Source: an optimization exercise on an open RTL-to-GDS flow (aim: small area and a short achievable clock period). Production flows keep margins and buffers that such runs may drop. At most, simulation tests tie the RTL to the original design; equivalence was not proved. The flow treats the clock pin as an ideal source. Dropping or thinning the clock tree relies on that and would not hold on a real chip. No activity file was given, so power comes from the tool's default toggle rates.

== red ==
==> flow/design.v <==
module fifo_sync(clk,rst,wen,ren,data_in,data_out,full,empty);
  input clk;
  input rst;
  input wen;
  input ren;
  input [31 : 0] data_in;
  output reg [31 : 0] data_out;
  output reg full, empty;
  reg [31:0] mem [7:0];
  reg [3:0] wj;      
  reg [7:0] rsel;    
  reg nfull;         
  reg nempty;        
  function automatic [7:0] jdec(input [3:0] j);
    begin
      jdec[0] = ~j[3] & ~j[0];
      jdec[1] =  j[0] & ~j[1];
      jdec[2] =  j[1] & ~j[2];
      jdec[3] =  j[2] & ~j[3];
      jdec[4] =  j[3] &  j[0];
      jdec[5] = ~j[0] &  j[1];
      jdec[6] = ~j[1] &  j[2];
      jdec[7] = ~j[2] &  j[3];
    end
  endfunction
  function automatic [3:0] jinc(input [3:0] j);
    jinc = {j[2:0], ~j[3]};
  endfunction
  wire [7:0] wsel = jdec(wj);
  wire wr = wen & nfull;
  wire rd = ren & nempty;
  integer i;
  always @(posedge clk)
    for (i = 0; i < 8; i = i + 1)
      if (nfull & wsel[i])
        mem[i] <= data_in;
  wire take = rd & ~rst;
  wire hold = ~rd & ~rst;
  reg [31:0] head;
  always @* begin
    head = 32'd0;
    for (i = 0; i < 8; i = i + 1)
      head = head | ({32{rsel[i]}} & mem[i]);
  end
  wire [31:0] rdata = ({32{take}} & head) | ({32{hold}} & data_out);
  always @(posedge clk)
    data_out <= rdata;
  wire [7:0] rnext = {rsel[6:0], rsel[7]};
  wire [7:0] wnext = jdec(jinc(wj));
  wire almost_full  = |(wnext & rsel);     
  wire almost_empty = |(rnext & wsel);     
  wire full_n  = ~(ren & nempty) & (~nfull  | (wen & almost_full));
  wire empty_n = ~(wen & nfull)  & (~nempty | (ren & almost_empty));
  always @(posedge clk) begin
    if (rst) begin
      wj     <= 4'd0;
      rsel   <= 8'd1;
      full   <= 1'b0;
      empty  <= 1'b1;
      nfull  <= 1'b1;
      nempty <= 1'b0;
    end else begin
      if (wr) wj <= jinc(wj);
      if (rd) rsel <= rnext;
      full   <= full_n;
      empty  <= empty_n;
      nfull  <= ~full_n;
      nempty <= ~empty_n;
    end
  end
endmodule
export LEC_CHECK = 0
export CAP_MARGIN = 20
export CORE_MARGIN = 2
export CORE_UTILIZATION = 65
export SETUP_SLACK_MARGIN = 0.7
export SLEW_MARGIN = 20
export TNS_END_PERCENT = 5
create_clock -name core_clock -period 2.0 [get_ports {clk}]
standard.sh (not shown) runs the stock make flow with config.mk's settings and CLKGATE_MAP_FILE= SYNTH_SCRIPT=/design/flow/synth_recipe.tcl, a recipe that flattens the netlist after the stock synthesis.
==> flow/flow/run.sh <==
#!/bin/bash
# The standard layout, with three changes:
#  - port buffers become plain buffers after global placement (iobuf.tcl);
#  - CTS without dummy loads, in clusters of at most 20 sinks;
#  - after CTS the clock port drives four branch buffers directly instead of
#    a root buffer and two branch buffers (post_cts.tcl, retree.tcl).
set -uo pipefail
here=$(pwd)
bash standard.sh finish \
  POST_GLOBAL_PLACE_TCL="$here/flow/iobuf.tcl" \
  POST_CTS_TCL="$here/flow/post_cts.tcl" \
  CTS_ARGS="-sink_clustering_enable -repair_clock_nets -sink_clustering_size 20 -sink_clustering_max_diameter 60 -dont_use_dummy_load" \
  > "$here/standard.log" 2>&1
Other scripts of this flow, unchanged in this note and not shown: flow/flow/iobuf.tcl, flow/flow/post_cts.tcl, flow/flow/retree.tcl
## Diff of input files: blue against red
==> flow/design.v <==
module fifo_sync(clk,rst,wen,ren,data_in,data_out,full,empty);
  input clk;
  input rst;
  input wen;
  input ren;
  input [31 : 0] data_in;
  output reg [31 : 0] data_out;
  output reg full, empty;
  reg [31:0] mem [7:0];
  reg [7:0] wsel;    
  reg [7:0] rsel;    
  reg nfull;         
  reg nempty;        
  wire wr = wen & nfull;
  wire rd = ren & nempty;
  integer i;
  always @(posedge clk)
    for (i = 0; i < 8; i = i + 1)
      if (wsel[i])
        mem[i] <= data_in;
  wire take = rd & ~rst;
  wire hold = ~rd & ~rst;
  reg [31:0] rdata;
  always @* begin
    rdata = {32{hold}} & data_out;
    for (i = 0; i < 8; i = i + 1)
      rdata = rdata | ({32{take & rsel[i]}} & mem[i]);
  end
  always @(posedge clk)
    data_out <= rdata;
  wire [7:0] wpos  = wsel | ({8{~nfull}} & rsel);
  wire [7:0] wnext = {wpos[6:0], wpos[7]};
  wire [7:0] rnext = {rsel[6:0], rsel[7]};
  wire almost_full  = |(wnext & rsel);     
  wire almost_empty = |(rnext & wpos);     
  reg full_n, empty_n;
  always @* begin
    full_n  = ~nfull;
    empty_n = ~nempty;
    if (wr & ~rd) begin
      empty_n = 1'b0;
      full_n  = almost_full;
    end
    if (rd & ~wr) begin
      full_n  = 1'b0;
      empty_n = almost_empty;
    end
  end
  always @(posedge clk) begin
    if (rst) begin
      wsel   <= 8'd1;
      rsel   <= 8'd1;
      full   <= 1'b0;
      empty  <= 1'b1;
      nfull  <= 1'b1;
      nempty <= 1'b0;
    end else begin
      wsel   <= full_n ? 8'd0 : (wr ? wnext : wpos);
      if (rd) rsel <= rnext;
      full   <= full_n;
      empty  <= empty_n;
      nfull  <= ~full_n;
      nempty <= ~empty_n;
    end
  end
endmodule
Findings:
- Delta (blue minus red): post-CTS clock slew at the launch and capture registers of the worst setup and hold paths did not really move; synthesized cell count rose 97; number of sinks on the clock net grew by 4; met2 global-route usage picked up an extra 2.0 points; overall power after layout shows an increase of 30%.
- Height of the die, blue and red: lower on red
- Setup slack in blue is 0.060 ns below red.
- blue went all the way through the flow, and no timing, DRC or antenna check failed.
- red did not stop at any stage, and its layout met the timing, DRC and antenna checks.
- Final standard cell area without fillers: blue and red compared, higher one is blue
- The met1 demand-to-capacity share in global routing of blue exceeds that of red by 4.0 points.
- Synthesis left blue with more flip-flops than red.
- Layout overhead on the synthesized area, blue and red: higher on blue
- Share of power burned in combinational logic sits higher in blue than in red.
The RTL of blue was laid out without a check of its function.

* * *

## JK
Another version of the RTL of fifo_sync (not shown whole).
Size in the first run: about 630 cells after synthesis, about 320 flip-flops, roughly 11000 um2 of cells after synthesis.
==> module fifo_sync, before the edit <==
module fifo_sync(clk,rst,wen,ren,data_in,data_out,full,empty);
  input clk;
  input rst;
  input wen;
  input ren;
  input [31 : 0] data_in;
  output reg [31 : 0] data_out;
  output reg full, empty;
  reg [31:0] mem [7:0];
  reg [7:0] wsel;    
  reg [7:0] rsel;    
  reg [7:1] cnt;     
  reg nfull;         
  reg nempty;        
  integer i;
  always @(posedge clk)
    for (i = 0; i < 8; i = i + 1)
      if (wsel[i])
        mem[i] <= data_in;
  reg [31:0] head;
  always @* begin
    head = 32'd0;
    for (i = 0; i < 8; i = i + 1)
      head = head | ({32{rsel[i]}} & mem[i]);
  end
  wire take = ~rst & ren & nempty;
  wire hold = ~rst & (~ren | ~nempty);
  always @(posedge clk)
    data_out <= ({32{take}} & head) | ({32{hold}} & data_out);
  wire [8:0] c = {~nfull, cnt, ~nempty};
  wire inc  = wen & ~ren;         
  wire dec  = ren & ~wen;         
  wire same = ~(wen ^ ren);       
  reg [8:0] c_n;
  always @* begin
    c_n[0] = (c[1] & dec) | (c[0] & ~wen);
    for (i = 1; i < 8; i = i + 1)
      c_n[i] = (c[i-1] & (i == 1 ? wen : inc)) |
               (c[i+1] & (i == 7 ? ren : dec)) |
               (c[i] & same);
    c_n[8] = (c[7] & inc) | (c[8] & ~ren);
  end
  wire [7:0] wprev = {wsel[6:0], wsel[7]};
  wire [7:0] rnext = {rsel[6:0], rsel[7]};
  wire [7:0] wsel_n = ({8{wen & ~(c[7] & ~ren)}} & wprev) |
                      ({8{~wen}} & wsel) |
                      ({8{c[8] & ren}} & rsel);
  always @(posedge clk) begin
    if (rst) begin
      wsel   <= 8'd1;
      rsel   <= 8'd1;
      cnt    <= 7'd0;
      full   <= 1'b0;
      empty  <= 1'b1;
      nfull  <= 1'b1;
      nempty <= 1'b0;
    end else begin
      wsel   <= wsel_n;
      if (ren & nempty) rsel <= rnext;
      cnt    <= c_n[7:1];
      full   <= c_n[8];
      empty  <= c_n[0];
      nfull  <= ~c_n[8];
      nempty <= ~c_n[0];
    end
  end
endmodule
clock: 2.0 ns
lec_check: 0
cap_margin: 20
core_margin: 2
core_utilization: 65
setup_slack_margin: 0.7
slew_margin: 20
tns_end_percent: 5
Scripts as last shown in full above: flow/flow/run.sh
Other scripts of this flow, unchanged in this note and not shown: flow/flow/iobuf.tcl, flow/flow/post_cts.tcl, flow/flow/retree.tcl
Input-level comparison between MS and JK:
==> flow/design.v <==
module fifo_sync(clk,rst,wen,ren,data_in,data_out,full,empty);
  input clk;
  input rst;
  input wen;
  input ren;
  input [31 : 0] data_in;
  output reg [31 : 0] data_out;
  output reg full, empty;
  reg [31:0] mem [7:0];
  reg [7:0] wsel;    
  reg [7:0] rsel;    
  reg [7:1] cnt;     
  reg nfull;         
  reg nempty;        
  wire wr = wen & nfull;
  wire rd = ren & nempty;
  wire up   = wr & ~rd;
  wire down = rd & ~wr;
  integer i;
  always @(posedge clk)
    for (i = 0; i < 8; i = i + 1)
      if (wsel[i])
        mem[i] <= data_in;
  reg [31:0] head;
  always @* begin
    head = 32'd0;
    for (i = 0; i < 8; i = i + 1)
      head = head | ({32{rsel[i]}} & mem[i]);
  end
  wire rd_hi = ren & ~empty;
  wire take_lo = rd & ~rst;
  wire hold_lo = ~rd & ~rst;
  wire take_hi = rd_hi & ~rst;
  wire hold_hi = ~rd_hi & ~rst;
  always @(posedge clk) begin
    data_out[15:0]  <= ({16{take_lo}} & head[15:0])  | ({16{hold_lo}} & data_out[15:0]);
    data_out[31:16] <= ({16{take_hi}} & head[31:16]) | ({16{hold_hi}} & data_out[31:16]);
  end
  wire [8:0] c = {~nfull, cnt, ~nempty};
  wire [8:0] c_n = up ? {c[7:0], 1'b0} : down ? {1'b0, c[8:1]} : c;
  wire [7:0] wpos  = wsel | ({8{~nfull}} & rsel);
  wire [7:0] wnext = {wpos[6:0], wpos[7]};
  wire [7:0] rnext = {rsel[6:0], rsel[7]};
  always @(posedge clk) begin
    if (rst) begin
      wsel   <= 8'd1;
      rsel   <= 8'd1;
      cnt    <= 7'd0;
      full   <= 1'b0;
      empty  <= 1'b1;
      nfull  <= 1'b1;
      nempty <= 1'b0;
    end else begin
      wsel   <= c_n[8] ? 8'd0 : (wr ? wnext : wpos);
      if (rd) rsel <= rnext;
      cnt    <= c_n[7:1];
      full   <= c_n[8];
      empty  <= c_n[0];
      nfull  <= ~c_n[8];
      nempty <= ~c_n[0];
    end
  end
endmodule
### Flow results
- What MS reported for area occupied by multi-input gates has to be multiplied by 0.897 to get the figure for JK.
- Higher fraction of the cycle the final worst path needs goes to MS over JK.
- Summary: with JK as the reference, die area in MS moved up by a few percent.
- Against JK, total number of vias in MS rose by a few percent.
- On MS: total power is 3.2% higher than what JK gave.
- Final hold slack was lower in MS than in JK.
- Summary of MS over JK: core box area shows an increase of 3.2%, global-route met1 utilization shows an increase of 0.59 points, post-route cell area shows an increase of about 1.8%.
No functional check of the RTL was part of MS.

* * *

fifo_sync with an RTL version that a note above also has.
Size in the first run: about 700 cells after synthesis, about 70 I/O pins.
// fifo_sync
module fifo_sync(clk,rst,wen,ren,data_in,data_out,full,empty);
==> module fifo_sync, before the edit <==
module fifo_sync(clk,rst,wen,ren,data_in,data_out,full,empty);
  input clk;
  input rst;
  input wen;
  input ren;
  input [31 : 0] data_in;
  output reg [31 : 0] data_out;
  output reg full, empty;
  reg [31:0] mem [7:0];
  reg [7:0] wsel;    
  reg [7:0] rsel;    
  reg nfull;         
  reg nempty;        
  wire wr = wen & nfull;
  wire rd = ren & nempty;
  integer i;
  always @(posedge clk)
    for (i = 0; i < 8; i = i + 1)
      if (wsel[i])
        mem[i] <= data_in;
  wire take = rd & ~rst;
  wire hold = ~rd & ~rst;
  reg [31:0] rdata;
  always @* begin
    rdata = {32{hold}} & data_out;
    for (i = 0; i < 8; i = i + 1)
      rdata = rdata | ({32{take & rsel[i]}} & mem[i]);
  end
  always @(posedge clk)
    data_out <= rdata;
  wire [7:0] wpos  = wsel | ({8{~nfull}} & rsel);
  wire [7:0] wnext = {wpos[6:0], wpos[7]};
  wire [7:0] rnext = {rsel[6:0], rsel[7]};
  wire almost_full  = |(wnext & rsel);     
  wire almost_empty = |(rnext & wpos);     
  reg full_n, empty_n;
  always @* begin
    full_n  = ~nfull;
    empty_n = ~nempty;
    if (wr & ~rd) begin
      empty_n = 1'b0;
      full_n  = almost_full;
    end
    if (rd & ~wr) begin
      full_n  = 1'b0;
      empty_n = almost_empty;
    end
  end
  always @(posedge clk) begin
    if (rst) begin
      wsel   <= 8'd1;
      rsel   <= 8'd1;
      full   <= 1'b0;
      empty  <= 1'b1;
      nfull  <= 1'b1;
      nempty <= 1'b0;
    end else begin
      wsel   <= full_n ? 8'd0 : (wr ? wnext : wpos);
      if (rd) rsel <= rnext;
      full   <= full_n;
      empty  <= empty_n;
      nfull  <= ~full_n;
      nempty <= ~empty_n;
    end
  end
endmodule
export LEC_CHECK = 0
export CAP_MARGIN = 20
export CORE_MARGIN = 2
export CORE_UTILIZATION = 65
export SETUP_SLACK_MARGIN = 0.7
export SLEW_MARGIN = 20
create_clock -name core_clock -period 2.0 [get_ports {clk}]
==> flow/flow/run.sh <==
#!/bin/bash
# The standard layout, with three changes:
#  - output-port buffers become buf_2 after global placement (outbuf.tcl);
#  - CTS without dummy loads, in clusters of at most 20 sinks;
#  - after CTS the clock port drives four branch buffers directly instead of
#    a root buffer and two branch buffers (post_cts.tcl, retree.tcl).
set -uo pipefail
here=$(pwd)
bash standard.sh finish \
  POST_GLOBAL_PLACE_TCL="$here/flow/outbuf.tcl" \
  POST_CTS_TCL="$here/flow/post_cts.tcl" \
  CTS_ARGS="-sink_clustering_enable -repair_clock_nets -sink_clustering_size 20 -sink_clustering_max_diameter 60 -dont_use_dummy_load" \
  > "$here/standard.log" 2>&1
Other scripts of this flow, unchanged in this note and not shown: flow/flow/outbuf.tcl, flow/flow/post_cts.tcl, flow/flow/retree.tcl
Next try:
==> flow/design.v (replaced) <==
module fifo_sync(clk,rst,wen,ren,data_in,data_out,full,empty);
  input clk;
  input rst;
  input wen;
  input ren;
  input [31 : 0] data_in;
  output reg [31 : 0] data_out;
  output reg full, empty;
  reg [31:0] mem [7:0];
  reg [3:0] wj;      
  reg [7:0] rsel;    
  reg nfull;         
  reg nempty;        
  function automatic [7:0] jdec(input [3:0] j);
    begin
      jdec[0] = ~j[3] & ~j[0];
      jdec[1] =  j[0] & ~j[1];
      jdec[2] =  j[1] & ~j[2];
      jdec[3] =  j[2] & ~j[3];
      jdec[4] =  j[3] &  j[0];
      jdec[5] = ~j[0] &  j[1];
      jdec[6] = ~j[1] &  j[2];
      jdec[7] = ~j[2] &  j[3];
    end
  endfunction
  function automatic [3:0] jinc(input [3:0] j);
    jinc = {j[2:0], ~j[3]};
  endfunction
  wire [7:0] wsel = jdec(wj);
  wire wr = wen & nfull;
  wire rd = ren & nempty;
  integer i;
  always @(posedge clk)
    for (i = 0; i < 8; i = i + 1)
      if (nfull & wsel[i])
        mem[i] <= data_in;
  wire take = rd & ~rst;
  wire hold = ~rd & ~rst;
  reg [31:0] rdata;
  always @* begin
    rdata = {32{hold}} & data_out;
    for (i = 0; i < 8; i = i + 1)
      rdata = rdata | ({32{take & rsel[i]}} & mem[i]);
  end
  always @(posedge clk)
    data_out <= rdata;
  wire [7:0] rnext = {rsel[6:0], rsel[7]};
  wire [7:0] wnext = jdec(jinc(wj));
  wire almost_full  = |(wnext & rsel);     
  wire almost_empty = |(rnext & wsel);     
  reg full_n, empty_n;
  always @* begin
    full_n  = ~nfull;
    empty_n = ~nempty;
    if (wr & ~rd) begin
      empty_n = 1'b0;
      full_n  = almost_full;
    end
    if (rd & ~wr) begin
      full_n  = 1'b0;
      empty_n = almost_empty;
    end
  end
  always @(posedge clk) begin
    if (rst) begin
      wj     <= 4'd0;
      rsel   <= 8'd1;
      full   <= 1'b0;
      empty  <= 1'b1;
      nfull  <= 1'b1;
      nempty <= 1'b0;
    end else begin
      if (wr) wj <= jinc(wj);
      if (rd) rsel <= rnext;
      full   <= full_n;
      empty  <= empty_n;
      nfull  <= ~full_n;
      nempty <= ~empty_n;
    end
  end
endmodule
Effect: Sequential share of layout area drops by 4.0 points. Worst hold slack improved by 14 ps. Power drops by 19%. Worst setup slack got worse by 200 ps. Routed wire length climbs by 27%.
Function was not checked in any run of this note: the RTL went through the layout flow alone.

[re-timing with driven ports]
Ports are ideal in the flow. The routed layouts listed here were re-timed in OpenROAD.
Step 1 sets driving cells, clkbuf_16 on the clock port and buf_2 on the other inputs (assumed; they add their load-dependent delay and slew).
Step 2, shift: input delay + t, output delay - t, t = (earliest + latest rising clock arrival at the registers) / 2. This alone moves slack from input paths to output paths.
Three values: ideal, step 1, step 2; two values: the first two.
run | t, ns | setup WS [ns] | hold WS [ns] | latest minus earliest clock arrival (ns) | cell pins on the clock port's net
red | 0.386 | 0.572 / 0.572 / 0.535 | 0.425 / 0.355 / 0.481 | 0.046 / 0.046 | 4
blue | 0.394 | 0.512 / 0.512 / 0.280 | 0.430 / 0.354 / 0.464 | 0.021 / 0.021 | 4
JK | 0.391 | 0.707 / 0.707 / 0.455 | 0.437 / 0.369 / 0.470 | 0.019 / 0.019 | 4
MS | 0.392 | 0.599 / 0.599 / 0.333 | 0.424 / 0.350 / 0.480 | 0.042 / 0.041 | 4
the first run of note 3 | 0.393 | 0.467 / 0.467 / 0.239 | 0.478 / 0.428 / 0.478 | 0.016 / 0.017 | 4
the second run of note 3 | 0.409 | 0.266 / 0.266 / 0.093 | 0.491 / 0.448 / 0.491 | 0.061 / 0.062 | 4
After both steps every run listed still meets setup and hold. The setup slack of MS, which loses most, moves by 0.000 ns with the drivers and by -0.266 ns with both steps.
